This is an optimization exercise on Yosys and OpenROAD, whose aim is small area and a short achievable clock period, not a production implementation. The RTL was checked by simulation tests, not by an equivalence proof against the original design. Power is estimated from default activity; no workload was simulated.

--- flow/config.mk ---
export PLATFORM = sky130hd
export DESIGN_NAME = datapath
export DESIGN_NICKNAME = datapath
export VERILOG_FILES = /design/flow/design.v
export SDC_FILE = /design/flow/constraint.sdc
export NUM_CORES = 4
export LEC_CHECK = 0
export CAP_MARGIN = 20
export CORE_MARGIN = 2
export CORE_UTILIZATION = 65
export SETUP_SLACK_MARGIN = 3.0
export SLEW_MARGIN = 20
export SYNTH_HIERARCHICAL = 1
export SYNTH_MINIMUM_KEEP_SIZE = 0
--- flow/constraint.sdc ---
create_clock -name core_clock -period 5.0 [get_ports {clk}]
set_input_delay 1.0000 -clock core_clock [delete_from_list [all_inputs] [get_ports {clk}]]
set_output_delay 1.0000 -clock core_clock [all_outputs]
set_load 0.01 [all_outputs]
--- flow/design.v ---
module alu16(a, b, imm, asel, bsel, shift, op, out, z);
  input [15:0] a, b;
  input [4:0] imm;
  input asel, bsel;
  input [1:0] shift, op;
  output [15:0] out;
  output z;
  wire sel_b = ~bsel & ~shift[1] & ~shift[0];    
  wire sel_l = ~bsel & ~shift[1] & shift[0];     
  wire sel_r = ~bsel & shift[1];                 
  wire sel_bs = ~bsel & (shift == 2'b00 || shift == 2'b11);   
  wire sub = op[0];
  wire sub_n = ~op[0];
  wire asel_n = ~asel;
  wire arith_n = op[1];
  wire pick_not_n = ~(op[1] & op[0]);
  wire pick_and_n = ~(op[1] & ~op[0]);
  wire [15:0] bin, ainx, pn, gn;
  wire bt0_0;
  wire bt0_1;
  wire bt0_2;
  wire bt1_0;
  wire bt1_1;
  wire bt1_2;
  wire bt1_3;
  wire bt2_0;
  wire bt2_1;
  wire bt2_2;
  wire bt2_3;
  wire bt3_0;
  wire bt3_1;
  wire bt3_2;
  wire bt3_3;
  wire bt4_0;
  wire bt4_1;
  wire bt4_2;
  wire bt4_3;
  wire bt5_0;
  wire bt5_1;
  wire bt5_2;
  wire bt6_0;
  wire bt6_1;
  wire bt6_2;
  wire bt7_0;
  wire bt7_1;
  wire bt7_2;
  wire bt8_0;
  wire bt8_1;
  wire bt8_2;
  wire bt9_0;
  wire bt9_1;
  wire bt9_2;
  wire bt10_0;
  wire bt10_1;
  wire bt10_2;
  wire bt11_0;
  wire bt11_1;
  wire bt11_2;
  wire bt12_0;
  wire bt12_1;
  wire bt12_2;
  wire bt13_0;
  wire bt13_1;
  wire bt13_2;
  wire bt14_0;
  wire bt14_1;
  wire bt14_2;
  wire bt15_0;
  wire bt15_1;
  wire an_0;
  wire an_1;
  wire an_2;
  wire an_3;
  wire an_4;
  wire an_5;
  wire an_6;
  wire an_7;
  wire an_8;
  wire an_9;
  wire an_10;
  wire an_11;
  wire an_12;
  wire an_13;
  wire an_14;
  wire an_15;
  wire g0n_0;
  wire p0n_0;
  wire g0n_1;
  wire p0n_1;
  wire g0n_2;
  wire p0n_2;
  wire g0n_3;
  wire p0n_3;
  wire g0n_4;
  wire p0n_4;
  wire g0n_5;
  wire p0n_5;
  wire g0n_6;
  wire p0n_6;
  wire g0n_7;
  wire p0n_7;
  wire g0n_8;
  wire p0n_8;
  wire g0n_9;
  wire p0n_9;
  wire g0n_10;
  wire p0n_10;
  wire g0n_11;
  wire p0n_11;
  wire g0n_12;
  wire p0n_12;
  wire g0n_13;
  wire p0n_13;
  wire g0n_14;
  wire p0n_14;
  wire g0n_15;
  wire p0n_15;
  wire g1_1;
  wire g1_3;
  wire pp1_3;
  wire g1_5;
  wire pp1_5;
  wire g1_7;
  wire pp1_7;
  wire g1_9;
  wire pp1_9;
  wire g1_11;
  wire pp1_11;
  wire g1_13;
  wire pp1_13;
  wire g1_15;
  wire pp1_15;
  wire g0n_2_i;
  wire p0n_2_i;
  wire g2_2;
  wire g2_3;
  wire g0n_6_i;
  wire p0n_6_i;
  wire g2_6;
  wire pp2_6;
  wire g2_7;
  wire pp2_7;
  wire g0n_10_i;
  wire p0n_10_i;
  wire g2_10;
  wire pp2_10;
  wire g2_11;
  wire pp2_11;
  wire g0n_14_i;
  wire p0n_14_i;
  wire g2_14;
  wire pp2_14;
  wire g2_15;
  wire pp2_15;
  wire g3_4;
  wire g1_5_i;
  wire pp1_5_i;
  wire g3_5;
  wire g3_6;
  wire g3_7;
  wire g3_12;
  wire pp3_12;
  wire g1_13_i;
  wire pp1_13_i;
  wire g3_13;
  wire pp3_13;
  wire g3_14;
  wire pp3_14;
  wire g3_15;
  wire pp3_15;
  wire g0n_8_i;
  wire p0n_8_i;
  wire g4_8;
  wire g4_9;
  wire g2_10_i;
  wire pp2_10_i;
  wire g4_10;
  wire g2_11_i;
  wire pp2_11_i;
  wire g4_11;
  wire g4_12;
  wire g4_13;
  wire g4_14;
  wire g4_15;
  wire q_0;
  wire sn_0;
  wire tn_0;
  wire q_1;
  wire sn_1;
  wire tn_1;
  wire q_2;
  wire sn_2;
  wire tn_2;
  wire q_3;
  wire sn_3;
  wire tn_3;
  wire q_4;
  wire sn_4;
  wire tn_4;
  wire q_5;
  wire sn_5;
  wire tn_5;
  wire q_6;
  wire sn_6;
  wire tn_6;
  wire q_7;
  wire sn_7;
  wire tn_7;
  wire q_8;
  wire sn_8;
  wire tn_8;
  wire q_9;
  wire sn_9;
  wire tn_9;
  wire q_10;
  wire sn_10;
  wire tn_10;
  wire q_11;
  wire sn_11;
  wire tn_11;
  wire q_12;
  wire sn_12;
  wire tn_12;
  wire q_13;
  wire sn_13;
  wire tn_13;
  wire q_14;
  wire sn_14;
  wire tn_14;
  wire q_15;
  wire sn_15;
  wire tn_15;
  wire k_0;
  wire e_0;
  wire k_1;
  wire e_1;
  wire k_2;
  wire e_2;
  wire k_3;
  wire e_3;
  wire k_4;
  wire e_4;
  wire k_5;
  wire e_5;
  wire k_6;
  wire e_6;
  wire k_7;
  wire e_7;
  wire k_8;
  wire e_8;
  wire k_9;
  wire e_9;
  wire k_10;
  wire e_10;
  wire k_11;
  wire e_11;
  wire k_12;
  wire e_12;
  wire k_13;
  wire e_13;
  wire k_14;
  wire e_14;
  wire k_15;
  wire e_15;
  wire z_arith_n0;
  wire z_arith_n1;
  wire z_arith_n2;
  wire z_arith_n3;
  wire z_arith;
  wire z_logic_n0;
  wire z_logic_n1;
  wire z_logic_n2;
  wire z_logic_n3;
  wire z_logic;
  c_nand2 u1(.a(sel_b), .b(b[0]), .y(bt0_0));
  c_nand2 u2(.a(sel_r), .b(b[1]), .y(bt0_1));
  c_nand2 u3(.a(bsel), .b(imm[0]), .y(bt0_2));
  c_nand3 u4(.a(bt0_0), .b(bt0_1), .c(bt0_2), .y(bin[0]));
  c_nand2 u5(.a(sel_b), .b(b[1]), .y(bt1_0));
  c_nand2 u6(.a(sel_l), .b(b[0]), .y(bt1_1));
  c_nand2 u7(.a(sel_r), .b(b[2]), .y(bt1_2));
  c_nand2 u8(.a(bsel), .b(imm[1]), .y(bt1_3));
  c_nand4 u9(.a(bt1_0), .b(bt1_1), .c(bt1_2), .d(bt1_3), .y(bin[1]));
  c_nand2 u10(.a(sel_b), .b(b[2]), .y(bt2_0));
  c_nand2 u11(.a(sel_l), .b(b[1]), .y(bt2_1));
  c_nand2 u12(.a(sel_r), .b(b[3]), .y(bt2_2));
  c_nand2 u13(.a(bsel), .b(imm[2]), .y(bt2_3));
  c_nand4 u14(.a(bt2_0), .b(bt2_1), .c(bt2_2), .d(bt2_3), .y(bin[2]));
  c_nand2 u15(.a(sel_b), .b(b[3]), .y(bt3_0));
  c_nand2 u16(.a(sel_l), .b(b[2]), .y(bt3_1));
  c_nand2 u17(.a(sel_r), .b(b[4]), .y(bt3_2));
  c_nand2 u18(.a(bsel), .b(imm[3]), .y(bt3_3));
  c_nand4 u19(.a(bt3_0), .b(bt3_1), .c(bt3_2), .d(bt3_3), .y(bin[3]));
  c_nand2 u20(.a(sel_b), .b(b[4]), .y(bt4_0));
  c_nand2 u21(.a(sel_l), .b(b[3]), .y(bt4_1));
  c_nand2 u22(.a(sel_r), .b(b[5]), .y(bt4_2));
  c_nand2 u23(.a(bsel), .b(imm[4]), .y(bt4_3));
  c_nand4 u24(.a(bt4_0), .b(bt4_1), .c(bt4_2), .d(bt4_3), .y(bin[4]));
  c_nand2 u25(.a(sel_b), .b(b[5]), .y(bt5_0));
  c_nand2 u26(.a(sel_l), .b(b[4]), .y(bt5_1));
  c_nand2 u27(.a(sel_r), .b(b[6]), .y(bt5_2));
  c_nand3 u28(.a(bt5_0), .b(bt5_1), .c(bt5_2), .y(bin[5]));
  c_nand2 u29(.a(sel_b), .b(b[6]), .y(bt6_0));
  c_nand2 u30(.a(sel_l), .b(b[5]), .y(bt6_1));
  c_nand2 u31(.a(sel_r), .b(b[7]), .y(bt6_2));
  c_nand3 u32(.a(bt6_0), .b(bt6_1), .c(bt6_2), .y(bin[6]));
  c_nand2 u33(.a(sel_b), .b(b[7]), .y(bt7_0));
  c_nand2 u34(.a(sel_l), .b(b[6]), .y(bt7_1));
  c_nand2 u35(.a(sel_r), .b(b[8]), .y(bt7_2));
  c_nand3 u36(.a(bt7_0), .b(bt7_1), .c(bt7_2), .y(bin[7]));
  c_nand2 u37(.a(sel_b), .b(b[8]), .y(bt8_0));
  c_nand2 u38(.a(sel_l), .b(b[7]), .y(bt8_1));
  c_nand2 u39(.a(sel_r), .b(b[9]), .y(bt8_2));
  c_nand3 u40(.a(bt8_0), .b(bt8_1), .c(bt8_2), .y(bin[8]));
  c_nand2 u41(.a(sel_b), .b(b[9]), .y(bt9_0));
  c_nand2 u42(.a(sel_l), .b(b[8]), .y(bt9_1));
  c_nand2 u43(.a(sel_r), .b(b[10]), .y(bt9_2));
  c_nand3 u44(.a(bt9_0), .b(bt9_1), .c(bt9_2), .y(bin[9]));
  c_nand2 u45(.a(sel_b), .b(b[10]), .y(bt10_0));
  c_nand2 u46(.a(sel_l), .b(b[9]), .y(bt10_1));
  c_nand2 u47(.a(sel_r), .b(b[11]), .y(bt10_2));
  c_nand3 u48(.a(bt10_0), .b(bt10_1), .c(bt10_2), .y(bin[10]));
  c_nand2 u49(.a(sel_b), .b(b[11]), .y(bt11_0));
  c_nand2 u50(.a(sel_l), .b(b[10]), .y(bt11_1));
  c_nand2 u51(.a(sel_r), .b(b[12]), .y(bt11_2));
  c_nand3 u52(.a(bt11_0), .b(bt11_1), .c(bt11_2), .y(bin[11]));
  c_nand2 u53(.a(sel_b), .b(b[12]), .y(bt12_0));
  c_nand2 u54(.a(sel_l), .b(b[11]), .y(bt12_1));
  c_nand2 u55(.a(sel_r), .b(b[13]), .y(bt12_2));
  c_nand3 u56(.a(bt12_0), .b(bt12_1), .c(bt12_2), .y(bin[12]));
  c_nand2 u57(.a(sel_b), .b(b[13]), .y(bt13_0));
  c_nand2 u58(.a(sel_l), .b(b[12]), .y(bt13_1));
  c_nand2 u59(.a(sel_r), .b(b[14]), .y(bt13_2));
  c_nand3 u60(.a(bt13_0), .b(bt13_1), .c(bt13_2), .y(bin[13]));
  c_nand2 u61(.a(sel_b), .b(b[14]), .y(bt14_0));
  c_nand2 u62(.a(sel_l), .b(b[13]), .y(bt14_1));
  c_nand2 u63(.a(sel_r), .b(b[15]), .y(bt14_2));
  c_nand3 u64(.a(bt14_0), .b(bt14_1), .c(bt14_2), .y(bin[14]));
  c_nand2 u65(.a(sel_bs), .b(b[15]), .y(bt15_0));
  c_nand2 u66(.a(sel_l), .b(b[14]), .y(bt15_1));
  c_nand2 u67(.a(bt15_0), .b(bt15_1), .y(bin[15]));
  c_nand2 u68(.a(a[0]), .b(asel_n), .y(an_0));
  c_xnor2 u69(.a(an_0), .b(sub), .y(ainx[0]));
  c_nand2 u70(.a(a[1]), .b(asel_n), .y(an_1));
  c_xnor2 u71(.a(an_1), .b(sub), .y(ainx[1]));
  c_nand2 u72(.a(a[2]), .b(asel_n), .y(an_2));
  c_xnor2 u73(.a(an_2), .b(sub), .y(ainx[2]));
  c_nand2 u74(.a(a[3]), .b(asel_n), .y(an_3));
  c_xnor2 u75(.a(an_3), .b(sub), .y(ainx[3]));
  c_nand2 u76(.a(a[4]), .b(asel_n), .y(an_4));
  c_xnor2 u77(.a(an_4), .b(sub), .y(ainx[4]));
  c_nand2 u78(.a(a[5]), .b(asel_n), .y(an_5));
  c_xnor2 u79(.a(an_5), .b(sub), .y(ainx[5]));
  c_nand2 u80(.a(a[6]), .b(asel_n), .y(an_6));
  c_xnor2 u81(.a(an_6), .b(sub), .y(ainx[6]));
  c_nand2 u82(.a(a[7]), .b(asel_n), .y(an_7));
  c_xnor2 u83(.a(an_7), .b(sub), .y(ainx[7]));
  c_nand2 u84(.a(a[8]), .b(asel_n), .y(an_8));
  c_xnor2 u85(.a(an_8), .b(sub), .y(ainx[8]));
  c_nand2 u86(.a(a[9]), .b(asel_n), .y(an_9));
  c_xnor2 u87(.a(an_9), .b(sub), .y(ainx[9]));
  c_nand2 u88(.a(a[10]), .b(asel_n), .y(an_10));
  c_xnor2 u89(.a(an_10), .b(sub), .y(ainx[10]));
  c_nand2 u90(.a(a[11]), .b(asel_n), .y(an_11));
  c_xnor2 u91(.a(an_11), .b(sub), .y(ainx[11]));
  c_nand2 u92(.a(a[12]), .b(asel_n), .y(an_12));
  c_xnor2 u93(.a(an_12), .b(sub), .y(ainx[12]));
  c_nand2 u94(.a(a[13]), .b(asel_n), .y(an_13));
  c_xnor2 u95(.a(an_13), .b(sub), .y(ainx[13]));
  c_nand2 u96(.a(a[14]), .b(asel_n), .y(an_14));
  c_xnor2 u97(.a(an_14), .b(sub), .y(ainx[14]));
  c_nand2 u98(.a(a[15]), .b(asel_n), .y(an_15));
  c_xnor2 u99(.a(an_15), .b(sub), .y(ainx[15]));
  c_nand2 u100(.a(ainx[0]), .b(bin[0]), .y(g0n_0));
  c_xnor2 u101(.a(ainx[0]), .b(bin[0]), .y(p0n_0));
  assign pn[0] = p0n_0;
  assign gn[0] = g0n_0;
  c_nand2 u102(.a(ainx[1]), .b(bin[1]), .y(g0n_1));
  c_xnor2 u103(.a(ainx[1]), .b(bin[1]), .y(p0n_1));
  assign pn[1] = p0n_1;
  assign gn[1] = g0n_1;
  c_nand2 u104(.a(ainx[2]), .b(bin[2]), .y(g0n_2));
  c_xnor2 u105(.a(ainx[2]), .b(bin[2]), .y(p0n_2));
  assign pn[2] = p0n_2;
  assign gn[2] = g0n_2;
  c_nand2 u106(.a(ainx[3]), .b(bin[3]), .y(g0n_3));
  c_xnor2 u107(.a(ainx[3]), .b(bin[3]), .y(p0n_3));
  assign pn[3] = p0n_3;
  assign gn[3] = g0n_3;
  c_nand2 u108(.a(ainx[4]), .b(bin[4]), .y(g0n_4));
  c_xnor2 u109(.a(ainx[4]), .b(bin[4]), .y(p0n_4));
  assign pn[4] = p0n_4;
  assign gn[4] = g0n_4;
  c_nand2 u110(.a(ainx[5]), .b(bin[5]), .y(g0n_5));
  c_xnor2 u111(.a(ainx[5]), .b(bin[5]), .y(p0n_5));
  assign pn[5] = p0n_5;
  assign gn[5] = g0n_5;
  c_nand2 u112(.a(ainx[6]), .b(bin[6]), .y(g0n_6));
  c_xnor2 u113(.a(ainx[6]), .b(bin[6]), .y(p0n_6));
  assign pn[6] = p0n_6;
  assign gn[6] = g0n_6;
  c_nand2 u114(.a(ainx[7]), .b(bin[7]), .y(g0n_7));
  c_xnor2 u115(.a(ainx[7]), .b(bin[7]), .y(p0n_7));
  assign pn[7] = p0n_7;
  assign gn[7] = g0n_7;
  c_nand2 u116(.a(ainx[8]), .b(bin[8]), .y(g0n_8));
  c_xnor2 u117(.a(ainx[8]), .b(bin[8]), .y(p0n_8));
  assign pn[8] = p0n_8;
  assign gn[8] = g0n_8;
  c_nand2 u118(.a(ainx[9]), .b(bin[9]), .y(g0n_9));
  c_xnor2 u119(.a(ainx[9]), .b(bin[9]), .y(p0n_9));
  assign pn[9] = p0n_9;
  assign gn[9] = g0n_9;
  c_nand2 u120(.a(ainx[10]), .b(bin[10]), .y(g0n_10));
  c_xnor2 u121(.a(ainx[10]), .b(bin[10]), .y(p0n_10));
  assign pn[10] = p0n_10;
  assign gn[10] = g0n_10;
  c_nand2 u122(.a(ainx[11]), .b(bin[11]), .y(g0n_11));
  c_xnor2 u123(.a(ainx[11]), .b(bin[11]), .y(p0n_11));
  assign pn[11] = p0n_11;
  assign gn[11] = g0n_11;
  c_nand2 u124(.a(ainx[12]), .b(bin[12]), .y(g0n_12));
  c_xnor2 u125(.a(ainx[12]), .b(bin[12]), .y(p0n_12));
  assign pn[12] = p0n_12;
  assign gn[12] = g0n_12;
  c_nand2 u126(.a(ainx[13]), .b(bin[13]), .y(g0n_13));
  c_xnor2 u127(.a(ainx[13]), .b(bin[13]), .y(p0n_13));
  assign pn[13] = p0n_13;
  assign gn[13] = g0n_13;
  c_nand2 u128(.a(ainx[14]), .b(bin[14]), .y(g0n_14));
  c_xnor2 u129(.a(ainx[14]), .b(bin[14]), .y(p0n_14));
  assign pn[14] = p0n_14;
  assign gn[14] = g0n_14;
  c_nand2 u130(.a(ainx[15]), .b(bin[15]), .y(g0n_15));
  c_xnor2 u131(.a(ainx[15]), .b(bin[15]), .y(p0n_15));
  assign pn[15] = p0n_15;
  assign gn[15] = g0n_15;
  c_oai21 u132(.a1(p0n_1), .a2(g0n_0), .b1(g0n_1), .y(g1_1));
  c_oai21 u133(.a1(p0n_3), .a2(g0n_2), .b1(g0n_3), .y(g1_3));
  c_nor2 u134(.a(p0n_3), .b(p0n_2), .y(pp1_3));
  c_oai21 u135(.a1(p0n_5), .a2(g0n_4), .b1(g0n_5), .y(g1_5));
  c_nor2 u136(.a(p0n_5), .b(p0n_4), .y(pp1_5));
  c_oai21 u137(.a1(p0n_7), .a2(g0n_6), .b1(g0n_7), .y(g1_7));
  c_nor2 u138(.a(p0n_7), .b(p0n_6), .y(pp1_7));
  c_oai21 u139(.a1(p0n_9), .a2(g0n_8), .b1(g0n_9), .y(g1_9));
  c_nor2 u140(.a(p0n_9), .b(p0n_8), .y(pp1_9));
  c_oai21 u141(.a1(p0n_11), .a2(g0n_10), .b1(g0n_11), .y(g1_11));
  c_nor2 u142(.a(p0n_11), .b(p0n_10), .y(pp1_11));
  c_oai21 u143(.a1(p0n_13), .a2(g0n_12), .b1(g0n_13), .y(g1_13));
  c_nor2 u144(.a(p0n_13), .b(p0n_12), .y(pp1_13));
  c_oai21 u145(.a1(p0n_15), .a2(g0n_14), .b1(g0n_15), .y(g1_15));
  c_nor2 u146(.a(p0n_15), .b(p0n_14), .y(pp1_15));
  c_inv u147(.a(g0n_2), .y(g0n_2_i));
  c_inv u148(.a(p0n_2), .y(p0n_2_i));
  c_aoi21 u149(.a1(p0n_2_i), .a2(g1_1), .b1(g0n_2_i), .y(g2_2));
  c_aoi21 u150(.a1(pp1_3), .a2(g1_1), .b1(g1_3), .y(g2_3));
  c_inv u151(.a(g0n_6), .y(g0n_6_i));
  c_inv u152(.a(p0n_6), .y(p0n_6_i));
  c_aoi21 u153(.a1(p0n_6_i), .a2(g1_5), .b1(g0n_6_i), .y(g2_6));
  c_nand2 u154(.a(p0n_6_i), .b(pp1_5), .y(pp2_6));
  c_aoi21 u155(.a1(pp1_7), .a2(g1_5), .b1(g1_7), .y(g2_7));
  c_nand2 u156(.a(pp1_7), .b(pp1_5), .y(pp2_7));
  c_inv u157(.a(g0n_10), .y(g0n_10_i));
  c_inv u158(.a(p0n_10), .y(p0n_10_i));
  c_aoi21 u159(.a1(p0n_10_i), .a2(g1_9), .b1(g0n_10_i), .y(g2_10));
  c_nand2 u160(.a(p0n_10_i), .b(pp1_9), .y(pp2_10));
  c_aoi21 u161(.a1(pp1_11), .a2(g1_9), .b1(g1_11), .y(g2_11));
  c_nand2 u162(.a(pp1_11), .b(pp1_9), .y(pp2_11));
  c_inv u163(.a(g0n_14), .y(g0n_14_i));
  c_inv u164(.a(p0n_14), .y(p0n_14_i));
  c_aoi21 u165(.a1(p0n_14_i), .a2(g1_13), .b1(g0n_14_i), .y(g2_14));
  c_nand2 u166(.a(p0n_14_i), .b(pp1_13), .y(pp2_14));
  c_aoi21 u167(.a1(pp1_15), .a2(g1_13), .b1(g1_15), .y(g2_15));
  c_nand2 u168(.a(pp1_15), .b(pp1_13), .y(pp2_15));
  c_oai21 u169(.a1(p0n_4), .a2(g2_3), .b1(g0n_4), .y(g3_4));
  c_inv u170(.a(g1_5), .y(g1_5_i));
  c_inv u171(.a(pp1_5), .y(pp1_5_i));
  c_oai21 u172(.a1(pp1_5_i), .a2(g2_3), .b1(g1_5_i), .y(g3_5));
  c_oai21 u173(.a1(pp2_6), .a2(g2_3), .b1(g2_6), .y(g3_6));
  c_oai21 u174(.a1(pp2_7), .a2(g2_3), .b1(g2_7), .y(g3_7));
  c_oai21 u175(.a1(p0n_12), .a2(g2_11), .b1(g0n_12), .y(g3_12));
  c_nor2 u176(.a(p0n_12), .b(pp2_11), .y(pp3_12));
  c_inv u177(.a(g1_13), .y(g1_13_i));
  c_inv u178(.a(pp1_13), .y(pp1_13_i));
  c_oai21 u179(.a1(pp1_13_i), .a2(g2_11), .b1(g1_13_i), .y(g3_13));
  c_nor2 u180(.a(pp1_13_i), .b(pp2_11), .y(pp3_13));
  c_oai21 u181(.a1(pp2_14), .a2(g2_11), .b1(g2_14), .y(g3_14));
  c_nor2 u182(.a(pp2_14), .b(pp2_11), .y(pp3_14));
  c_oai21 u183(.a1(pp2_15), .a2(g2_11), .b1(g2_15), .y(g3_15));
  c_nor2 u184(.a(pp2_15), .b(pp2_11), .y(pp3_15));
  c_inv u185(.a(g0n_8), .y(g0n_8_i));
  c_inv u186(.a(p0n_8), .y(p0n_8_i));
  c_aoi21 u187(.a1(p0n_8_i), .a2(g3_7), .b1(g0n_8_i), .y(g4_8));
  c_aoi21 u188(.a1(pp1_9), .a2(g3_7), .b1(g1_9), .y(g4_9));
  c_inv u189(.a(g2_10), .y(g2_10_i));
  c_inv u190(.a(pp2_10), .y(pp2_10_i));
  c_aoi21 u191(.a1(pp2_10_i), .a2(g3_7), .b1(g2_10_i), .y(g4_10));
  c_inv u192(.a(g2_11), .y(g2_11_i));
  c_inv u193(.a(pp2_11), .y(pp2_11_i));
  c_aoi21 u194(.a1(pp2_11_i), .a2(g3_7), .b1(g2_11_i), .y(g4_11));
  c_aoi21 u195(.a1(pp3_12), .a2(g3_7), .b1(g3_12), .y(g4_12));
  c_aoi21 u196(.a1(pp3_13), .a2(g3_7), .b1(g3_13), .y(g4_13));
  c_aoi21 u197(.a1(pp3_14), .a2(g3_7), .b1(g3_14), .y(g4_14));
  c_aoi21 u198(.a1(pp3_15), .a2(g3_7), .b1(g3_15), .y(g4_15));
  c_xnor2 u199(.a(pn[0]), .b(sub), .y(q_0));
  c_inv u200(.a(q_0), .y(sn_0));
  c_o22a u201(.a1(pick_not_n), .a2(bin[0]), .b1(pick_and_n), .b2(gn[0]), .y(tn_0));
  c_oai21 u202(.a1(sn_0), .a2(arith_n), .b1(tn_0), .y(out[0]));
  c_xnor2 u203(.a(pn[1]), .b(sub), .y(q_1));
  c_xor2 u204(.a(q_1), .b(g0n_0), .y(sn_1));
  c_o22a u205(.a1(pick_not_n), .a2(bin[1]), .b1(pick_and_n), .b2(gn[1]), .y(tn_1));
  c_oai21 u206(.a1(sn_1), .a2(arith_n), .b1(tn_1), .y(out[1]));
  c_xnor2 u207(.a(pn[2]), .b(sub), .y(q_2));
  c_xnor2 u208(.a(q_2), .b(g1_1), .y(sn_2));
  c_o22a u209(.a1(pick_not_n), .a2(bin[2]), .b1(pick_and_n), .b2(gn[2]), .y(tn_2));
  c_oai21 u210(.a1(sn_2), .a2(arith_n), .b1(tn_2), .y(out[2]));
  c_xnor2 u211(.a(pn[3]), .b(sub), .y(q_3));
  c_xor2 u212(.a(q_3), .b(g2_2), .y(sn_3));
  c_o22a u213(.a1(pick_not_n), .a2(bin[3]), .b1(pick_and_n), .b2(gn[3]), .y(tn_3));
  c_oai21 u214(.a1(sn_3), .a2(arith_n), .b1(tn_3), .y(out[3]));
  c_xnor2 u215(.a(pn[4]), .b(sub), .y(q_4));
  c_xor2 u216(.a(q_4), .b(g2_3), .y(sn_4));
  c_o22a u217(.a1(pick_not_n), .a2(bin[4]), .b1(pick_and_n), .b2(gn[4]), .y(tn_4));
  c_oai21 u218(.a1(sn_4), .a2(arith_n), .b1(tn_4), .y(out[4]));
  c_xnor2 u219(.a(pn[5]), .b(sub), .y(q_5));
  c_xnor2 u220(.a(q_5), .b(g3_4), .y(sn_5));
  c_o22a u221(.a1(pick_not_n), .a2(bin[5]), .b1(pick_and_n), .b2(gn[5]), .y(tn_5));
  c_oai21 u222(.a1(sn_5), .a2(arith_n), .b1(tn_5), .y(out[5]));
  c_xnor2 u223(.a(pn[6]), .b(sub), .y(q_6));
  c_xnor2 u224(.a(q_6), .b(g3_5), .y(sn_6));
  c_o22a u225(.a1(pick_not_n), .a2(bin[6]), .b1(pick_and_n), .b2(gn[6]), .y(tn_6));
  c_oai21 u226(.a1(sn_6), .a2(arith_n), .b1(tn_6), .y(out[6]));
  c_xnor2 u227(.a(pn[7]), .b(sub), .y(q_7));
  c_xnor2 u228(.a(q_7), .b(g3_6), .y(sn_7));
  c_o22a u229(.a1(pick_not_n), .a2(bin[7]), .b1(pick_and_n), .b2(gn[7]), .y(tn_7));
  c_oai21 u230(.a1(sn_7), .a2(arith_n), .b1(tn_7), .y(out[7]));
  c_xnor2 u231(.a(pn[8]), .b(sub), .y(q_8));
  c_xnor2 u232(.a(q_8), .b(g3_7), .y(sn_8));
  c_o22a u233(.a1(pick_not_n), .a2(bin[8]), .b1(pick_and_n), .b2(gn[8]), .y(tn_8));
  c_oai21 u234(.a1(sn_8), .a2(arith_n), .b1(tn_8), .y(out[8]));
  c_xnor2 u235(.a(pn[9]), .b(sub), .y(q_9));
  c_xor2 u236(.a(q_9), .b(g4_8), .y(sn_9));
  c_o22a u237(.a1(pick_not_n), .a2(bin[9]), .b1(pick_and_n), .b2(gn[9]), .y(tn_9));
  c_oai21 u238(.a1(sn_9), .a2(arith_n), .b1(tn_9), .y(out[9]));
  c_xnor2 u239(.a(pn[10]), .b(sub), .y(q_10));
  c_xor2 u240(.a(q_10), .b(g4_9), .y(sn_10));
  c_o22a u241(.a1(pick_not_n), .a2(bin[10]), .b1(pick_and_n), .b2(gn[10]), .y(tn_10));
  c_oai21 u242(.a1(sn_10), .a2(arith_n), .b1(tn_10), .y(out[10]));
  c_xnor2 u243(.a(pn[11]), .b(sub), .y(q_11));
  c_xor2 u244(.a(q_11), .b(g4_10), .y(sn_11));
  c_o22a u245(.a1(pick_not_n), .a2(bin[11]), .b1(pick_and_n), .b2(gn[11]), .y(tn_11));
  c_oai21 u246(.a1(sn_11), .a2(arith_n), .b1(tn_11), .y(out[11]));
  c_xnor2 u247(.a(pn[12]), .b(sub), .y(q_12));
  c_xor2 u248(.a(q_12), .b(g4_11), .y(sn_12));
  c_o22a u249(.a1(pick_not_n), .a2(bin[12]), .b1(pick_and_n), .b2(gn[12]), .y(tn_12));
  c_oai21 u250(.a1(sn_12), .a2(arith_n), .b1(tn_12), .y(out[12]));
  c_xnor2 u251(.a(pn[13]), .b(sub), .y(q_13));
  c_xor2 u252(.a(q_13), .b(g4_12), .y(sn_13));
  c_o22a u253(.a1(pick_not_n), .a2(bin[13]), .b1(pick_and_n), .b2(gn[13]), .y(tn_13));
  c_oai21 u254(.a1(sn_13), .a2(arith_n), .b1(tn_13), .y(out[13]));
  c_xnor2 u255(.a(pn[14]), .b(sub), .y(q_14));
  c_xor2 u256(.a(q_14), .b(g4_13), .y(sn_14));
  c_o22a u257(.a1(pick_not_n), .a2(bin[14]), .b1(pick_and_n), .b2(gn[14]), .y(tn_14));
  c_oai21 u258(.a1(sn_14), .a2(arith_n), .b1(tn_14), .y(out[14]));
  c_xnor2 u259(.a(pn[15]), .b(sub), .y(q_15));
  c_xor2 u260(.a(q_15), .b(g4_14), .y(sn_15));
  c_o22a u261(.a1(pick_not_n), .a2(bin[15]), .b1(pick_and_n), .b2(gn[15]), .y(tn_15));
  c_oai21 u262(.a1(sn_15), .a2(arith_n), .b1(tn_15), .y(out[15]));
  assign k_0 = sub;
  c_xor2 u263(.a(pn[0]), .b(k_0), .y(e_0));
  c_nand3 u264(.a(gn[0]), .b(pn[0]), .c(sub_n), .y(k_1));
  c_xor2 u265(.a(pn[1]), .b(k_1), .y(e_1));
  c_nand3 u266(.a(gn[1]), .b(pn[1]), .c(sub_n), .y(k_2));
  c_xor2 u267(.a(pn[2]), .b(k_2), .y(e_2));
  c_nand3 u268(.a(gn[2]), .b(pn[2]), .c(sub_n), .y(k_3));
  c_xor2 u269(.a(pn[3]), .b(k_3), .y(e_3));
  c_nand3 u270(.a(gn[3]), .b(pn[3]), .c(sub_n), .y(k_4));
  c_xor2 u271(.a(pn[4]), .b(k_4), .y(e_4));
  c_nand3 u272(.a(gn[4]), .b(pn[4]), .c(sub_n), .y(k_5));
  c_xor2 u273(.a(pn[5]), .b(k_5), .y(e_5));
  c_nand3 u274(.a(gn[5]), .b(pn[5]), .c(sub_n), .y(k_6));
  c_xor2 u275(.a(pn[6]), .b(k_6), .y(e_6));
  c_nand3 u276(.a(gn[6]), .b(pn[6]), .c(sub_n), .y(k_7));
  c_xor2 u277(.a(pn[7]), .b(k_7), .y(e_7));
  c_nand3 u278(.a(gn[7]), .b(pn[7]), .c(sub_n), .y(k_8));
  c_xor2 u279(.a(pn[8]), .b(k_8), .y(e_8));
  c_nand3 u280(.a(gn[8]), .b(pn[8]), .c(sub_n), .y(k_9));
  c_xor2 u281(.a(pn[9]), .b(k_9), .y(e_9));
  c_nand3 u282(.a(gn[9]), .b(pn[9]), .c(sub_n), .y(k_10));
  c_xor2 u283(.a(pn[10]), .b(k_10), .y(e_10));
  c_nand3 u284(.a(gn[10]), .b(pn[10]), .c(sub_n), .y(k_11));
  c_xor2 u285(.a(pn[11]), .b(k_11), .y(e_11));
  c_nand3 u286(.a(gn[11]), .b(pn[11]), .c(sub_n), .y(k_12));
  c_xor2 u287(.a(pn[12]), .b(k_12), .y(e_12));
  c_nand3 u288(.a(gn[12]), .b(pn[12]), .c(sub_n), .y(k_13));
  c_xor2 u289(.a(pn[13]), .b(k_13), .y(e_13));
  c_nand3 u290(.a(gn[13]), .b(pn[13]), .c(sub_n), .y(k_14));
  c_xor2 u291(.a(pn[14]), .b(k_14), .y(e_14));
  c_nand3 u292(.a(gn[14]), .b(pn[14]), .c(sub_n), .y(k_15));
  c_xor2 u293(.a(pn[15]), .b(k_15), .y(e_15));
  c_nand4 u294(.a(e_0), .b(e_1), .c(e_2), .d(e_3), .y(z_arith_n0));
  c_nand4 u295(.a(e_4), .b(e_5), .c(e_6), .d(e_7), .y(z_arith_n1));
  c_nand4 u296(.a(e_8), .b(e_9), .c(e_10), .d(e_11), .y(z_arith_n2));
  c_nand4 u297(.a(e_12), .b(e_13), .c(e_14), .d(e_15), .y(z_arith_n3));
  c_nor4 u298(.a(z_arith_n0), .b(z_arith_n1), .c(z_arith_n2), .d(z_arith_n3), .y(z_arith));
  c_nand4 u299(.a(tn_0), .b(tn_1), .c(tn_2), .d(tn_3), .y(z_logic_n0));
  c_nand4 u300(.a(tn_4), .b(tn_5), .c(tn_6), .d(tn_7), .y(z_logic_n1));
  c_nand4 u301(.a(tn_8), .b(tn_9), .c(tn_10), .d(tn_11), .y(z_logic_n2));
  c_nand4 u302(.a(tn_12), .b(tn_13), .c(tn_14), .d(tn_15), .y(z_logic_n3));
  c_nor4 u303(.a(z_logic_n0), .b(z_logic_n1), .c(z_logic_n2), .d(z_logic_n3), .y(z_logic));
  c_mux2 u304(.s(op[1]), .a(z_arith), .b(z_logic), .y(z));
endmodule
module datapath(datapath_in, vsel, writenum, write, readnum, clk, loada, loadb, shift, asel, bsel, ALUop, loadc, loads, datapath_out, Z_out);
  input write, clk, loada, loadb, vsel, asel, bsel, loadc, loads;
  input [1:0] shift, ALUop;
  input [2:0] writenum, readnum;
  input [15:0] datapath_in;
  output [15:0] datapath_out;
  output Z_out;
  reg [15:0] R0, R1, R2, R3, R4, R5, R6, R7;
  reg [15:0] A, B, C;
  reg S;
  wire [15:0] wdata = vsel ? datapath_in : C;
  always @(posedge clk) begin
    if (write && writenum == 3'd0) R0 <= wdata;
    if (write && writenum == 3'd1) R1 <= wdata;
    if (write && writenum == 3'd2) R2 <= wdata;
    if (write && writenum == 3'd3) R3 <= wdata;
    if (write && writenum == 3'd4) R4 <= wdata;
    if (write && writenum == 3'd5) R5 <= wdata;
    if (write && writenum == 3'd6) R6 <= wdata;
    if (write && writenum == 3'd7) R7 <= wdata;
  end
  wire [7:0] rsel = 8'b1 << readnum;
  wire [15:0] rdata;
  genvar i;
  generate
    for (i = 0; i < 16; i = i + 1) begin : rd
      read_bit u(.r({R7[i], R6[i], R5[i], R4[i], R3[i], R2[i], R1[i], R0[i]}), .s(rsel), .q(rdata[i]));
    end
  endgenerate
  always @(posedge clk) begin
    if (loada) A <= rdata;
    if (loadb) B <= rdata;
  end
  wire [15:0] alu_out;
  wire Z;
  alu16 u_alu(.a(A), .b(B), .imm(datapath_in[4:0]), .asel(asel), .bsel(bsel), .shift(shift),
              .op(ALUop), .out(alu_out), .z(Z));
  always @(posedge clk) begin
    if (loadc) C <= alu_out;
    if (loads) S <= Z;
  end
  assign datapath_out = C;
  assign Z_out = S;
endmodule
module read_bit(r, s, q);
  input [7:0] r, s;
  output q;
  assign q = |(r & s);
endmodule
module c_inv(a, y);
  input a;
  output y;
  assign y = ~a;
endmodule
module c_nand2(a, b, y);
  input a, b;
  output y;
  assign y = ~(a & b);
endmodule
module c_nand3(a, b, c, y);
  input a, b, c;
  output y;
  assign y = ~(a & b & c);
endmodule
module c_nand4(a, b, c, d, y);
  input a, b, c, d;
  output y;
  assign y = ~(a & b & c & d);
endmodule
module c_nor2(a, b, y);
  input a, b;
  output y;
  assign y = ~(a | b);
endmodule
module c_xor2(a, b, y);
  input a, b;
  output y;
  assign y = a ^ b;
endmodule
module c_xnor2(a, b, y);
  input a, b;
  output y;
  assign y = ~(a ^ b);
endmodule
module c_aoi21(a1, a2, b1, y);
  input a1, a2, b1;
  output y;
  assign y = ~((a1 & a2) | b1);
endmodule
module c_oai21(a1, a2, b1, y);
  input a1, a2, b1;
  output y;
  assign y = ~((a1 | a2) & b1);
endmodule
module c_o22a(a1, a2, b1, b2, y);
  input a1, a2, b1, b2;
  output y;
  assign y = (a1 | a2) & (b1 | b2);
endmodule
module c_nor4(a, b, c, d, y);
  input a, b, c, d;
  output y;
  assign y = ~(a | b | c | d);
endmodule
module c_mux2(s, a, b, y);
  input s, a, b;
  output y;
  assign y = s ? b : a;
endmodule
--- flow/flow/run.sh ---
#!/bin/bash
# Layout flow: the standard flow (standard.sh, unchanged synthesis) with
# smaller port buffers and no dummy clock loads. Each tool's full output
# stays in orfs/logs/; make's own output goes to flow_make.log here.
set -euo pipefail
bash standard.sh \
  "BUFFER_PORTS_ARGS=-buffer_cell sky130_fd_sc_hd__buf_2" \
  "CTS_ARGS=-sink_clustering_enable -repair_clock_nets -dont_use_dummy_load" \
  finish > flow_make.log 2>&1
--- flow/standard.sh ---
#!/bin/bash
# synth_recipe.tcl (not shown) runs the flow's synth.tcl, then flattens the netlist and writes it again
# the make line also repeats each setting of config.mk as NAME=value (left out here)
make -C /OpenROAD-flow-scripts/flow DESIGN_CONFIG=/design/flow/config.mk WORK_HOME=/design/flow/orfs CLKGATE_MAP_FILE= SYNTH_SCRIPT=/design/flow/synth_recipe.tcl "${@:-finish}"
==> results.yml, run 1 <==
routing:
  drtIter0Drc: 571
  vias_per_cell: 6.469
  route.detailed.wl_per_inst_um: 22.96
  antenna_left: 0
  dr.pass1.iters: 7
  num_vias: 5796
  drc: 0
  wl_mm: 20.57
clock_network:
  clock_latency_ns: 0.43
  clk_path_buf_depth: 2
  cts_max_level: 4
  cts_buffers: 17
  clock_sink_count: 177
  cts_tree: "yes"
  clkTransAtPathRegs_ns: 0.06
  root_buffer: "clkbuf_16"
  hold_buffers: 0
floorplan:
  die_h_um: 115.8
  die_width_um: 115.8
  io_pins: 52
  start_util_pct: 67.05
  fp.dieArea_um2: 13400
  core_um2: 12110
  rows: 40
worst_setup_path:
  cp-start-kind: "input pin"
  crit_path_end: "C[8]"
  r2r_start: "B[4]"
  worstSetupPathType: "input pin to register"
  endpoint_kind: "register"
  worstPathArrival_ns: 2.93
  worstRegToRegCells: 10
  startpoint: "shift[1]"
  reg2reg_slack_ns: 2.70
  cp.required_ns: 5.15
  cp_max_fo: 8
  r2r-end: "C[14]"
synthesis:
  ys_ff_latch: 177
  syn_area_um2: 8120
  synth_common_cells: "edfxtp_1 (177), nand2_1 (91), a22oi_1 (64), xnor2_1 (53), o21ai_1 (30)"
  ys.flop_type: "edfxtp_1"
  synthDistinctLibCells: 27
  synth_top_area_cell: "edfxtp_1"
  netlist_instances: 597
  synth.area.top_cells: "edfxtp_1 (65%), a22oi_1 (5.9%), xnor2_1 (5.7%), nand2_1 (4.2%), xor2_1 (2.9%)"
  syn_avg_cell_area_um2: 13.60
  yosysMostFrequentCell: "edfxtp_1"
  synth_edf_count: 177
  syn_nets: 632
  synthArstFlopShare_pct: 0
  yosys_warnings: 7
  netlist.area_leader.share_pct: 65.45
  yosysSeqAreaShare_pct: 65.45
global_routing:
  track_usage_pct: 30.78
  grt_pass1_wl_mm: 29.88
  grt_max_degree: 28
  grt_pass1_vias: 5656
  grt.overflow.total: 0
  antenna_found_initial: 0
sta:
  setup-tns-final_ns: 0
  tightestPinTransition_ns: 0.6313
  max_slew_margin_pct: 57.81
  skew_ns: 0.02000
  finalCriticalPeriod_ns: 2.783
  rsz0062_at_grt: "true"
  post-route-period-util_pct: 55.67
  holdWs_ns: 0.5830
  setup_violations: 0
  slew_viol_final: 0
  hold_viol: 0
  fmax_ghz: 0.3593
final_layout:
  antenna_cells: 0
  final_layout_size_suffix_gt1_share_pct: 35.30
  area_growth_pct: 26.60
  fillCellCount: 571
  fin_nets: 765
job:
  drv_cap: 0
placement:
  detailed_place_hpwl_mm: 11.91
  gp_congestion: 0.9008
  portBuffers: 51
hold_path:
  hold_class: "register to register"
  min_from: "R6[0]"
status:
  status: "finished clean"
pwr:
  powerDensity_nw_per_um2: 358.6
  p_leak_nw: 3.711
  max-vdd-ir-drop_mv: 0.2882
[layout by cell type, fill, tap and decap left out, drive strengths merged, types with 4 or more instances in the layout]
cell | synthesis | layout
edfxtp | 177 | 177
buf | 2 | 115
nand2 | 91 | 91
a22oi | 64 | 64
xnor2 | 53 | 53
o21ai | 30 | 30
nand4 | 28 | 28
xor2 | 27 | 27
nand3 | 26 | 26
inv | 21 | 19
clkbuf | 0 | 17
mux2 | 17 | 17
o22a | 16 | 16
a21oi | 14 | 14
nor2 | 10 | 10
nor3b | 4 | 4
[metal layers]
layer	part of all wire, %	track usage, %	vias up
met3	6.6	5.021	76
met1	38	38.47	2833
met5	0	0	-
met2	52	52.48	316
li1	-	-	2571
met4	3.9	15.63	0
[Yosys stat by module (local to each module, per instance), excerpt]
| module | cell area, um^2 | times used | flops+latches | cells inside |
|---|---|---|---|---|
| c_xor2 | 8.758 | 26 | 0 | 1 |
| c_o22a | 8.758 | 16 | 0 | 1 |
| c_nand4 | 6.256 | 12 | 0 | 1 |
| c_nand2 | 3.754 | 89 | 0 | 1 |
| alu16 | 46.29 | 1 | 0 | 9 |
| c_nor4 | 12.51 | 2 | 0 | 1 |
| c_xnor2 | 8.758 | 53 | 0 | 1 |
| c_nand3 | 5.005 | 26 | 0 | 1 |
| c_mux2 | 15.01 | 1 | 0 | 1 |
| datapath | 5704 | 1 | 177 | 211 |
[cell families (layout without fill, tap and decap cells)]
group / after synthesis / after routing / share of synthesized area (%)
AOI/OAI and AO/OA: 124 / 124 / 11.00
xor gates and xnor gates: 80 / 80 / 8.629
buffers and inverters: 23 / 154 / 1.356
DFF: 177 / 177 / 65.45
muxes: 17 / 17 / 2.866
and+or+nand+nor: 176 / 176 / 10.69
[final cells by class]
type	instances	area (um^2)	share of cell area [%]
clock buffers	17	425.4	4.138
inverters	21	86.33	0.8398
multi-input cells	397	3418	33.25
flip-flops and latches	177	5315	51.70
well taps	168	210.2	2.045
repair buffers	115	817.0	7.948
repair inverters	1	7.507	0.07303
[critical path, cell delays in order]
cell and delay [ns]:
buf_6 0.11, nor3b_4 0.26, buf_6 0.17, nand2_1 0.09
nand4_1 0.23, xnor2_2 0.16, nor2_2 0.19, nand2_2 0.08
o21ai_4 0.15, buf_12 0.16, buf_4 0.12, xnor2_2 0.10
o21ai_1 0.08
[where the power goes]
part	leakage [nW]	internal [mW]	switching, mW
clock network	0.209	0.590	0.469
registers	1.65	1.75	0.0371
logic	1.85	0.371	0.468
total	3.71	2.71	0.974
[timing repair]
item,CTS,global route
gates resized for setup,68,24
endpoints found under the setup margin,83,43
pin swaps,24,19
cloned,1,0
hold endpoints to repair,0,0
buffers inserted,32,24
[worst min path at each step]
stage / slack, ns / cells after the start / to
2_1_floorplan: 0.54 / 2 / A[0]
3_3_place_gp: 0.56 / 2 / A[3]
3_5_place_dp: 0.56 / 2 / A[0]
4_1_cts: 0.58 / 2 / B[0]
5_1_grt: 0.65 / 2 / A[9]
6_report: 0.58 / 2 / B[0]
[stage by stage]
stage	power, mW	setup WS, ns	utilization, %	instances	instance area (um^2)
2_1_floorplan	2.248	2.035	-	597	8437
3_3_place_gp	2.406	1.476	73.74	822	8931
3_5_place_dp	2.424	1.387	73.74	822	8931
4_1_cts	3.581	2.355	82.44	872	9985
5_1_grt	3.797	2.112	84.88	896	10280
6_report	3.687	2.217	84.88	896	10280
==> inputs of run 2 (changes only) <==
--- a/flow/config.mk
+++ b/flow/config.mk
@@ -10,3 +10,4 @@
 export CORE_UTILIZATION = 65
-export SETUP_SLACK_MARGIN = 3.0
+export CTS_BUF_LIST = sky130_fd_sc_hd__clkbuf_4
+export SETUP_SLACK_MARGIN = 2.6
 export SLEW_MARGIN = 20
==> run 2 against run 1 <==
Final area is 2.3% lower; worst setup slack better by 0.018 ns; non-clock buffer count is 21 lower; largest power group unchanged.
==> results.yml, run 2 <==
status:
  status: "finished clean"
worst_setup_path:
  cp-start-kind: "input pin"
  r2r-end: "S"
  cp.required_ns: 5.28
  endpoint_kind: "register"
  cp_max_fo: 7
  worstSetupPathType: "input pin to register"
  worstPathArrival_ns: 3.05
  worstRegToRegCells: 9
  reg2reg_slack_ns: 2.70
  r2r_start: "B[2]"
synthesis:
  ys_ff_latch: 177
  syn_nets: 632
  synthArstFlopShare_pct: 0
  netlist.area_leader.share_pct: 65.45
  ys.flop_type: "edfxtp_1"
  synth_top_area_cell: "edfxtp_1"
  synthDistinctLibCells: 27
  synth.area.top_cells: "edfxtp_1 (65%), a22oi_1 (5.9%), xnor2_1 (5.7%), nand2_1 (4.2%), xor2_1 (2.9%)"
  yosysSeqAreaShare_pct: 65.45
  netlist_instances: 597
  syn_area_um2: 8120
  synth_common_cells: "edfxtp_1 (177), nand2_1 (91), a22oi_1 (64), xnor2_1 (53), o21ai_1 (30)"
  yosysMostFrequentCell: "edfxtp_1"
  yosys_warnings: 7
  synth_edf_count: 177
  syn_avg_cell_area_um2: 13.60
clock_network:
  clock_sink_count: 177
  cts_buffers: 17
  hold_buffers: 0
  clk_path_buf_depth: 2
  clock_latency_ns: 0.44
  clkTransAtPathRegs_ns: 0.06
  root_buffer: "clkbuf_16"
  cts_max_level: 4
  cts_tree: "yes"
floorplan:
  io_pins: 52
  fp.dieArea_um2: 13400
  die_width_um: 115.8
  core_um2: 12110
  rows: 40
  die_h_um: 115.8
  start_util_pct: 67.05
final_layout:
  fin_nets: 744
  fin_area_um2: 10050
  mostFrequentLayoutCell: "edfxtp_1"
  antenna_cells: 0
  final_cell_mix: "edfxtp_1 (177), nand2_1 (83), a22oi_1 (64)"
  final_layout_size_suffix_gt1_share_pct: 30.83
  stdcell_count: 875
  area_growth_pct: 23.73
sta:
  max_slew_margin_pct: 37.16
  setup_violations: 0
  rsz0062_at_grt: "true"
  slew_viol_final: 0
  fmax_ghz: 0.3617
  skew_ns: 0.02807
  finalCriticalPeriod_ns: 2.765
  post-route-period-util_pct: 55.30
  hold_viol: 0
  setup-tns-final_ns: 0
  tightestPinTransition_ns: 0.9420
hold_path:
  hold_class: "register to register"
  min_to: "B[14]"
  worstHoldPathCells: 2
  min_from: "R6[14]"
routing:
  num_vias: 5645
  dr.pass1.iters: 5
  antenna_left: 0
  route.detailed.wl_per_inst_um: 23.01
  vias_per_cell: 6.451
  wl_mm: 20.14
  drc: 0
  drtIter0Drc: 487
global_routing:
  grt_pass1_vias: 5650
  grt_pass1_wl_mm: 30.84
  antenna_found_initial: 0
  grt.overflow.total: 0
  grt_max_degree: 24
  track_usage_pct: 31.94
job:
  drv_cap: 0
pwr:
  max-vdd-ir-drop_mv: 0.3352
  power_mw: 3.626
  p_leak_nw: 3.580
  powerDensity_nw_per_um2: 360.9
placement:
  gp_congestion: 0.8759
  placed_area_um2: 8926
  portBuffers: 51
  detailed_place_hpwl_mm: 12.14
  place_inst: 822
[run 2: how the worst max path moves through the flow]
stage | startpoint | end | slack (ns) | depth (start not counted)
final | shift[0] | S | 2.24 | 12
after global routing | shift[0] | S | 2.17 | 12
after CTS | bsel | C[13] | 2.34 | 13
after detailed placement | bsel | C[10] | 1.45 | 11
after global placement | ALUop[0] | S | 1.49 | 7
after floorplan | bsel | C[12] | 2.03 | 10
[run 2: area by class of cell]
type / count / area (um^2)
timing repair inverter: 1 / 7.507
sequential: 177 / 5315
fill: 618 / 2064
tap: 168 / 210.2
clock buffer: 17 / 425.4
multi-input combinational: 397 / 3312
inverter: 21 / 86.33
timing repair buffer: 94 / 690.7
[run 2: layer usage]
layer  vias up  routed length, um  GRT usage (%)  share of wire, %
li1       2518                  -              -                 -
met1      2785               7963          41.18                40
met2       272               9959          51.89                49
met3        70               1396          7.584               6.9
met4         0                817          15.08               4.1
met5         -                  0              0                 0
[run 2: repair_timing]
item / CTS / global route
endpoints found under the setup margin: 17 / 16
gates resized for setup: 58 / 6
pin swaps: 33 / 11
gates cloned: 2 / 0
setup buffers: 33 / 1
[run 2: report_power, final]
part	internal (mW)	switching [mW]	total, mW
Clock	0.590	0.474	1.06
Sequential	1.75	0.0398	1.79
Combinational	0.326	0.444	0.770
[run 2: critical path, cell delays in order]
cell and delay (ns):
buf_6 0.10, nor3_4 0.31, buf_12 0.16, nand2_2 0.05, nand4_1 0.22, xnor2_2 0.18
buf_4 0.17, nand3_2 0.06, xor2_1 0.15, nand4_1 0.18, nor4_2 0.28, mux2_4 0.18
[run 2: Yosys stat by module, one instance, submodules excluded]
module    cells  flops+latches
alu16         9              0
c_xnor2       1              0
datapath    211            177
c_nor4        1              0
c_mux2        1              0
c_xor2        1              0
read_bit      5              0
c_nand2       1              0
c_inv         1              0
c_aoi21       1              0
c_o22a        1              0
c_nand4       1              0
c_oai21       1              0
c_nand3       1              0
c_nor2        1              0
[run 2: kinds of logic (layout without fill, tap and decap cells)]
group / after synthesis / in the layout / synth area share, %
flip-flops: 177 / 177 / 65.45
XOR/XNOR: 80 / 80 / 8.629
multiplexers: 17 / 17 / 2.866
AND/OR/NAND/NOR: 176 / 176 / 10.69
buffers and inverters: 23 / 133 / 1.356
AO/OA/AOI/OAI: 124 / 124 / 11.00
[run 2: metrics by stage]
stage	util, %	worst slack (ns)	hold WS [ns]
6_report	82.95	2.235	0.5709
5_1_grt	82.95	2.167	0.6012
4_1_cts	82.61	2.339	0.5766
3_5_place_dp	73.70	1.454	0.5684
3_3_place_gp	73.70	1.491	0.5653
2_1_floorplan	-	2.035	0.5393
==> inputs of run 3 (changes only) <==
--- a/flow/config.mk
+++ b/flow/config.mk
@@ -10,3 +10,2 @@
 export CORE_UTILIZATION = 65
-export CTS_BUF_LIST = sky130_fd_sc_hd__clkbuf_4
 export SETUP_SLACK_MARGIN = 2.6
==> run 3 against run 2 <==
Clock skew did not move; synthesized cell count did not move; largest cell class unchanged; utilization did not move; clock-buffer cell count did not move.
==> results.yml, run 3 <==
placement:
  detailed_place_hpwl_mm: 12.14
  gp_congestion: 0.8759
  place_inst: 822
  portBuffers: 51
  placed_area_um2: 8926
global_routing:
  grt.overflow.total: 0
  track_usage_pct: 31.94
  grt_max_degree: 24
  grt_pass1_wl_mm: 30.84
  antenna_found_initial: 0
  grt_pass1_vias: 5650
worst_setup_path:
  crit_path_end: "S"
  worstSetupPathType: "input pin to register"
  worstPathArrival_ns: 3.05
  cp-start-kind: "input pin"
  r2r_start: "B[2]"
  cp.required_ns: 5.28
  worstRegToRegCells: 9
  cp_max_fo: 7
  startpoint: "shift[0]"
  reg2reg_slack_ns: 2.70
  endpoint_kind: "register"
  r2r-end: "S"
final_layout:
  mostFrequentLayoutCell: "edfxtp_1"
  stdcell_count: 875
  final_cell_mix: "edfxtp_1 (177), nand2_1 (83), a22oi_1 (64)"
  antenna_cells: 0
  final_layout_size_suffix_gt1_share_pct: 30.83
  multi_input_area_um2: 3312
  fillCellCount: 618
  fin_nets: 744
  regArea_um2: 5315
  area_growth_pct: 23.73
  fin_area_um2: 10050
synthesis:
  syn_avg_cell_area_um2: 13.60
  ys_ff_latch: 177
  netlist.area_leader.share_pct: 65.45
  ys.flop_type: "edfxtp_1"
  netlist_instances: 597
  yosysMostFrequentCell: "edfxtp_1"
  syn_nets: 632
  yosys_warnings: 7
  synth.area.top_cells: "edfxtp_1 (65%), a22oi_1 (5.9%), xnor2_1 (5.7%), nand2_1 (4.2%), xor2_1 (2.9%)"
  synthDistinctLibCells: 27
  synth_top_area_cell: "edfxtp_1"
  synth_edf_count: 177
  yosysSeqAreaShare_pct: 65.45
  synthArstFlopShare_pct: 0
  synth_common_cells: "edfxtp_1 (177), nand2_1 (91), a22oi_1 (64), xnor2_1 (53), o21ai_1 (30)"
  syn_area_um2: 8120
floorplan:
  fp.dieArea_um2: 13400
  io_pins: 52
  die_h_um: 115.8
  start_util_pct: 67.05
  core_um2: 12110
  rows: 40
  die_width_um: 115.8
routing:
  vias_per_cell: 6.451
  num_vias: 5645
  dr.pass1.iters: 5
  drtIter0Drc: 487
  antenna_left: 0
  route.detailed.wl_per_inst_um: 23.01
  drc: 0
  wl_mm: 20.14
sta:
  post-route-period-util_pct: 55.30
  rsz0062_at_grt: "true"
  setup_violations: 0
  slew_viol_final: 0
  max_slew_margin_pct: 37.16
  hold_viol: 0
  fmax_ghz: 0.3617
  finalCriticalPeriod_ns: 2.765
  tightestPinTransition_ns: 0.9420
  skew_ns: 0.02807
  setup-tns-final_ns: 0
  holdWs_ns: 0.5709
hold_path:
  hold_class: "register to register"
clock_network:
  clk_path_buf_depth: 2
  clkTransAtPathRegs_ns: 0.06
  clock_sink_count: 177
  clock_latency_ns: 0.44
  cts_buffers: 17
  hold_buffers: 0
  cts_max_level: 4
  root_buffer: "clkbuf_16"
  cts_tree: "yes"
pwr:
  max-vdd-ir-drop_mv: 0.3352
  power_mw: 3.626
  p_leak_nw: 3.580
  powerDensity_nw_per_um2: 360.9
job:
  drv_cap: 0
status:
  status: "finished clean"
run 3: what timing repair did:
action                                 in CTS  in global routing
setup endpoints to repair                  17                 16
gates cloned                                2                  0
endpoints found under the hold margin       0                  0
resized for setup                          58                  6
buffers inserted                           33                  1
pin swaps                                  33                 11
run 3: worst min-delay path by stage:
stage	end	slack, ns	from	cells after the start
finish	B[14]	0.57	R6[14]	2
global route	B[14]	0.60	R6[14]	2
CTS	A[14]	0.58	R6[14]	2
detailed placement	B[0]	0.57	R6[0]	2
global placement	A[14]	0.57	R6[14]	2
floorplan	A[0]	0.54	R6[0]	2
run 3: per-module statistics from Yosys, one instance, submodules excluded, excerpt:
| module | flip-flops and latches | copies in the design | area (um^2) | cells inside |
|---|---|---|---|---|
| alu16 | 0 | 1 | 46.29 | 9 |
| c_inv | 0 | 19 | 3.754 | 1 |
| c_mux2 | 0 | 1 | 15.01 | 1 |
| c_nand2 | 0 | 89 | 3.754 | 1 |
| c_nand4 | 0 | 12 | 6.256 | 1 |
| c_nor2 | 0 | 9 | 3.754 | 1 |
| c_nor4 | 0 | 2 | 12.51 | 1 |
| c_oai21 | 0 | 30 | 5.005 | 1 |
| c_xnor2 | 0 | 53 | 8.758 | 1 |
| c_xor2 | 0 | 26 | 8.758 | 1 |
| datapath | 177 | 1 | 5704 | 211 |
run 3: critical path: stages:
cell	delay [ns]
buf_6	0.10
nor3_4	0.31
buf_12	0.16
nand2_2	0.05
nand4_1	0.22
xnor2_2	0.18
buf_4	0.17
nand3_2	0.06
xor2_1	0.15
nand4_1	0.18
nor4_2	0.28
mux2_4	0.18
run 3: metal layers:
| layer | track usage [%] | vias to the layer above | wire, um |
|---|---|---|---|
| met4 | 15.08 | 0 | 817 |
| li1 | - | 2518 | - |
| met1 | 41.18 | 2785 | 7963 |
| met2 | 51.89 | 272 | 9959 |
| met5 | 0 | - | 0 |
| met3 | 7.584 | 70 | 1396 |
run 3: area by class of cell:
cell class,instances,share of cell area (%)
sequential,177,52.90
timing repair inverter,1,0.07472
inverter,21,0.8593
clock buffer,17,4.234
multi-input combinational,397,32.96
tap,168,2.092
timing repair buffer,94,6.874
run 3: logic make-up (layout without fill, tap and decap cells):
kind of cell | count (synthesis) | count (layout) | synth area share, %
muxes | 17 | 17 | 2.866
DFF | 177 | 177 | 65.45
and+or+nand+nor | 176 | 176 | 10.69
AOI/OAI and AO/OA | 124 | 124 | 11.00
buffers and inverters | 23 | 133 | 1.356
xor gates and xnor gates | 80 | 80 | 8.629
run 3: per-stage QoR:
stage / worst slack [ns] / util [%]
finish: 2.235 / 82.95
global placement: 1.491 / 73.70
global route: 2.167 / 82.95
CTS: 2.339 / 82.61
detailed placement: 1.454 / 73.70
floorplan: 2.035 / -
run 3: power breakdown:
| group | total, mW | switching, mW | internal, mW |
|---|---|---|---|
| registers | 1.79 | 0.0398 | 1.75 |
| clock network | 1.06 | 0.474 | 0.590 |
| logic | 0.770 | 0.444 | 0.326 |
==> inputs of run 4 (changes only) <==
--- a/flow/flow/run.sh
+++ b/flow/flow/run.sh
@@ -7,3 +7,3 @@
   "BUFFER_PORTS_ARGS=-buffer_cell sky130_fd_sc_hd__buf_2" \
-  "CTS_ARGS=-sink_clustering_enable -repair_clock_nets -dont_use_dummy_load" \
+  "CTS_ARGS=-sink_clustering_enable -repair_clock_nets -dont_use_dummy_load -buf_list sky130_fd_sc_hd__clkbuf_8" \
   finish > flow_make.log 2>&1
==> run 4 against run 3 <==
Synthesized area unchanged; clock skew increased by 0.016 ns; sequential share of layout area increased by 0.99 points; final area decreased by 1.8%; wire length decreased by 3.4%; combinational power decreased by 1%; critical path depth increased by 1; clock power decreased by 32%; global-route usage decreased by 1.3 points; flip-flop and latch count unchanged; clock-buffer cell count unchanged; via count decreased by 1.1%; critical path type unchanged.
==> results.yml, run 4 <==
global_routing:
  grt_pass1_vias: 5439
  grt_pass1_wl_mm: 29.45
  grt.overflow.total: 0
  met1_usage_pct: 39.99
  grt_max_degree: 24
  met3_usage_pct: 5.962
  grt_util_met2_pct: 49.90
  track_usage_pct: 30.60
  top_usage_layer: "met2"
  antenna_found_initial: 0
pwr:
  power.switching_mw: 0.8947
  switching_share_pct: 27.36
  seq_power_share_pct: 54.7
  powerDensity_nw_per_um2: 331.6
  p_leak_nw: 3.500
  combPwrFrac_pct: 23.3
  max-vdd-ir-drop_mv: 0.2933
  cellInternalPower_mw: 2.376
  clockPowerShare_pct: 22.0
  power_mw: 3.271
floorplan:
  die_h_um: 115.8
  fp.dieArea_um2: 13400
  rows: 40
  start_util_pct: 67.05
  core_um2: 12110
  die_width_um: 115.8
  io_pins: 52
synthesis:
  netlist.area_leader.share_pct: 65.45
  syn_area_um2: 8120
  synth_edf_count: 177
  ys_ff_latch: 177
  yosys_warnings: 7
  ys.flop_type: "edfxtp_1"
  synth_common_cells: "edfxtp_1 (177), nand2_1 (91), a22oi_1 (64), xnor2_1 (53), o21ai_1 (30)"
  synthDistinctLibCells: 27
  synth.area.top_cells: "edfxtp_1 (65%), a22oi_1 (5.9%), xnor2_1 (5.7%), nand2_1 (4.2%), xor2_1 (2.9%)"
  yosysSeqAreaShare_pct: 65.45
  synth_top_area_cell: "edfxtp_1"
  yosysMostFrequentCell: "edfxtp_1"
  syn_nets: 632
  syn_avg_cell_area_um2: 13.60
  synthArstFlopShare_pct: 0
  netlist_instances: 597
sta:
  skew_ns: 0.04398
  setup_violations: 0
  post-route-period-util_pct: 54.81
  finalWorstSetupSlack_ns: 2.259
  fmax_ghz: 0.3649
  setup-tns-final_ns: 0
  hold_viol: 0
  max_slew_margin_pct: 36.19
  slew_viol_final: 0
  tightestPinTransition_ns: 0.9565
  finalCriticalPeriod_ns: 2.741
  rsz0062_at_grt: "true"
worst_setup_path:
  worstSetupPathType: "input pin to register"
  slowest_stage: "nor3_4"
  worstPathArrival_ns: 2.92
  cp_max_fo: 8
  slowest_delay_ns: 0.31
  cp-start-kind: "input pin"
  startpoint: "shift[0]"
  cp.required_ns: 5.18
  crit_chain: "buf_8, nor3_4, buf_12, nand2_4, nand4_1, xnor2_2, nor2_2, a21oi_4, o21ai_4, buf_12, a21oi_4, xor2_1, o21ai_1"
  r2r_start: "B[2]"
  endpoint_kind: "register"
clock_network:
  clkTransAtPathRegs_ns: 0.08
  cts_max_level: 4
  cts_tree: "yes"
  cts_buffers: 17
  clock_sink_count: 177
  clk_path_buf_depth: 2
  root_buffer: "clkbuf_8"
  clock_latency_ns: 0.47
final_layout:
  mostFrequentLayoutCell: "edfxtp_1"
  final_layout_size_suffix_gt1_share_pct: 30.74
  fin_nets: 743
  antenna_cells: 0
  area_growth_pct: 21.45
  fin_util_pct: 81.43
  final_cell_mix: "edfxtp_1 (177), nand2_1 (82), a22oi_1 (64)"
placement:
  pre_cts_ws_ns: 1.454
  gp_congestion: 0.8759
  portBuffers: 51
  detailed_place_hpwl_mm: 12.14
routing:
  drc: 0
  route.detailed.wl_per_inst_um: 22.24
  num_vias: 5581
  wl_mm: 19.44
  antenna_left: 0
  vias_per_cell: 6.386
  drtIter0Drc: 529
  dr.pass1.iters: 5
job:
  drv_cap: 0
hold_path:
  min_from: "R6[14]"
  hold_class: "register to register"
status:
  status: "finished clean"
[run 4: per-stage QoR]
| stage | hold slack [ns] | cell area [um^2] | cells |
|---|---|---|---|
| 2_1_floorplan | 0.5393 | 8417 | 597 |
| 3_5_place_dp | 0.5684 | 8926 | 822 |
| 3_3_place_gp | 0.5653 | 8926 | 822 |
| 4_1_cts | 0.5767 | 9779 | 871 |
| 6_report | 0.5691 | 9862 | 874 |
| 5_1_grt | 0.6116 | 9862 | 874 |
[run 4: cell type report]
type                       instances  area [um^2]
inverter                          21        86.33
clock buffer                      17        234.0
timing repair buffer              93        693.2
timing repair inverter             1        7.507
multi-input combinational        397         3316
sequential                       177         5315
fill                             672         2250
tap                              168        210.2
[run 4: what timing repair did]
| action | CTS | global route |
|---|---|---|
| hold buffers | 0 | 0 |
| pin swaps | 33 | 15 |
| gates cloned | 2 | 0 |
| endpoints found under the setup margin | 17 | 16 |
| resized for setup | 57 | 11 |
| setup buffers | 30 | 3 |
[run 4: path summary, 6_finish.rpt]
| check | endpoint | slack (ns) | cells past startpoint |
|---|---|---|---|
| worst max-delay path | C[10] | 2.26 | 13 |
| worst min-delay path | A[14] | 0.57 | 2 |
| worst max register to register | C[10] | 2.69 | 10 |
| worst min register to register | A[14] | 0.57 | 2 |
[run 4: metal layers]
metal  up-vias  wire [um]
li1       2507          -
met1      2737       7766
met2       273       9690
met3        64       1263
met4         0        721
met5         -          0
[run 4: worst max-delay path, delay by kind of cell]
kind,cells,cell delay (ns)
buffers and inverters,3,0.42
and+or+nand+nor,4,0.66
AOI/OAI and AO/OA,4,0.46
xor gates and xnor gates,2,0.35
[run 4: cells by family (layout without fill, tap and decap cells)]
kind of cell	Yosys count	after routing	synth area share [%]
compound gates	124	124	11.00
mux	17	17	2.866
xor+xnor	80	80	8.629
flops	177	177	65.45
simple gates	176	176	10.69
buf+inv	23	132	1.356
[run 4: per-module statistics from Yosys (local to each module, per instance), a selection]
module | flip-flops and latches | copies in the design | cell area [um^2] | cells inside
c_nand4 | 0 | 12 | 6.256 | 1
c_xnor2 | 0 | 53 | 8.758 | 1
c_o22a | 0 | 16 | 8.758 | 1
c_inv | 0 | 19 | 3.754 | 1
c_nand3 | 0 | 26 | 5.005 | 1
c_xor2 | 0 | 26 | 8.758 | 1
c_aoi21 | 0 | 14 | 8.758 | 1
[run 4: power groups by stage]
| stage | clock (mW) | sequential, mW | combinational, mW |
|---|---|---|---|
| 4_1_cts | 0.724 | 1.79 | 0.722 |
| 5_1_grt | 0.776 | 1.79 | 0.810 |
| 6_report | 0.721 | 1.79 | 0.761 |
| 3_5_place_dp | 0 | 1.82 | 0.610 |
| 2_1_floorplan | 0 | 1.81 | 0.434 |
| 3_3_place_gp | 0 | 1.82 | 0.592 |

==> port drivers added, routing unchanged <==
No port has a modelled driver above. Below, the same layouts with a new extraction and two added sets of constraints. Step 1: set_driving_cell puts a clkbuf_16 on clk and a buf_2 on each other input, an assumption about the parent block. Step 2 also shifts input and output timing later by t, the mid clock arrival at the registers, as if the neighbouring blocks saw the same clock. Three values: no drivers, after step 1, after step 2; two values: the first two.
| run | t (ns) | setup WS [ns] | worst setup path after step 2 |
|---|---|---|---|
| run 1 | 0.463 | 2.217 / 2.205 / 1.743 | input to register |
| run 2 | 0.470 | 2.235 / 2.233 / 1.763 | input to register |
| run 3 | 0.470 | 2.235 / 2.233 / 1.763 | input to register |
| run 4 | 0.489 | 2.259 / 2.248 / 1.760 | input to register |
After both steps setup and hold are still met in every run listed. For run 4, which loses most, drivers alone change the setup slack by -0.011 ns; drivers and shift together by -0.499 ns.
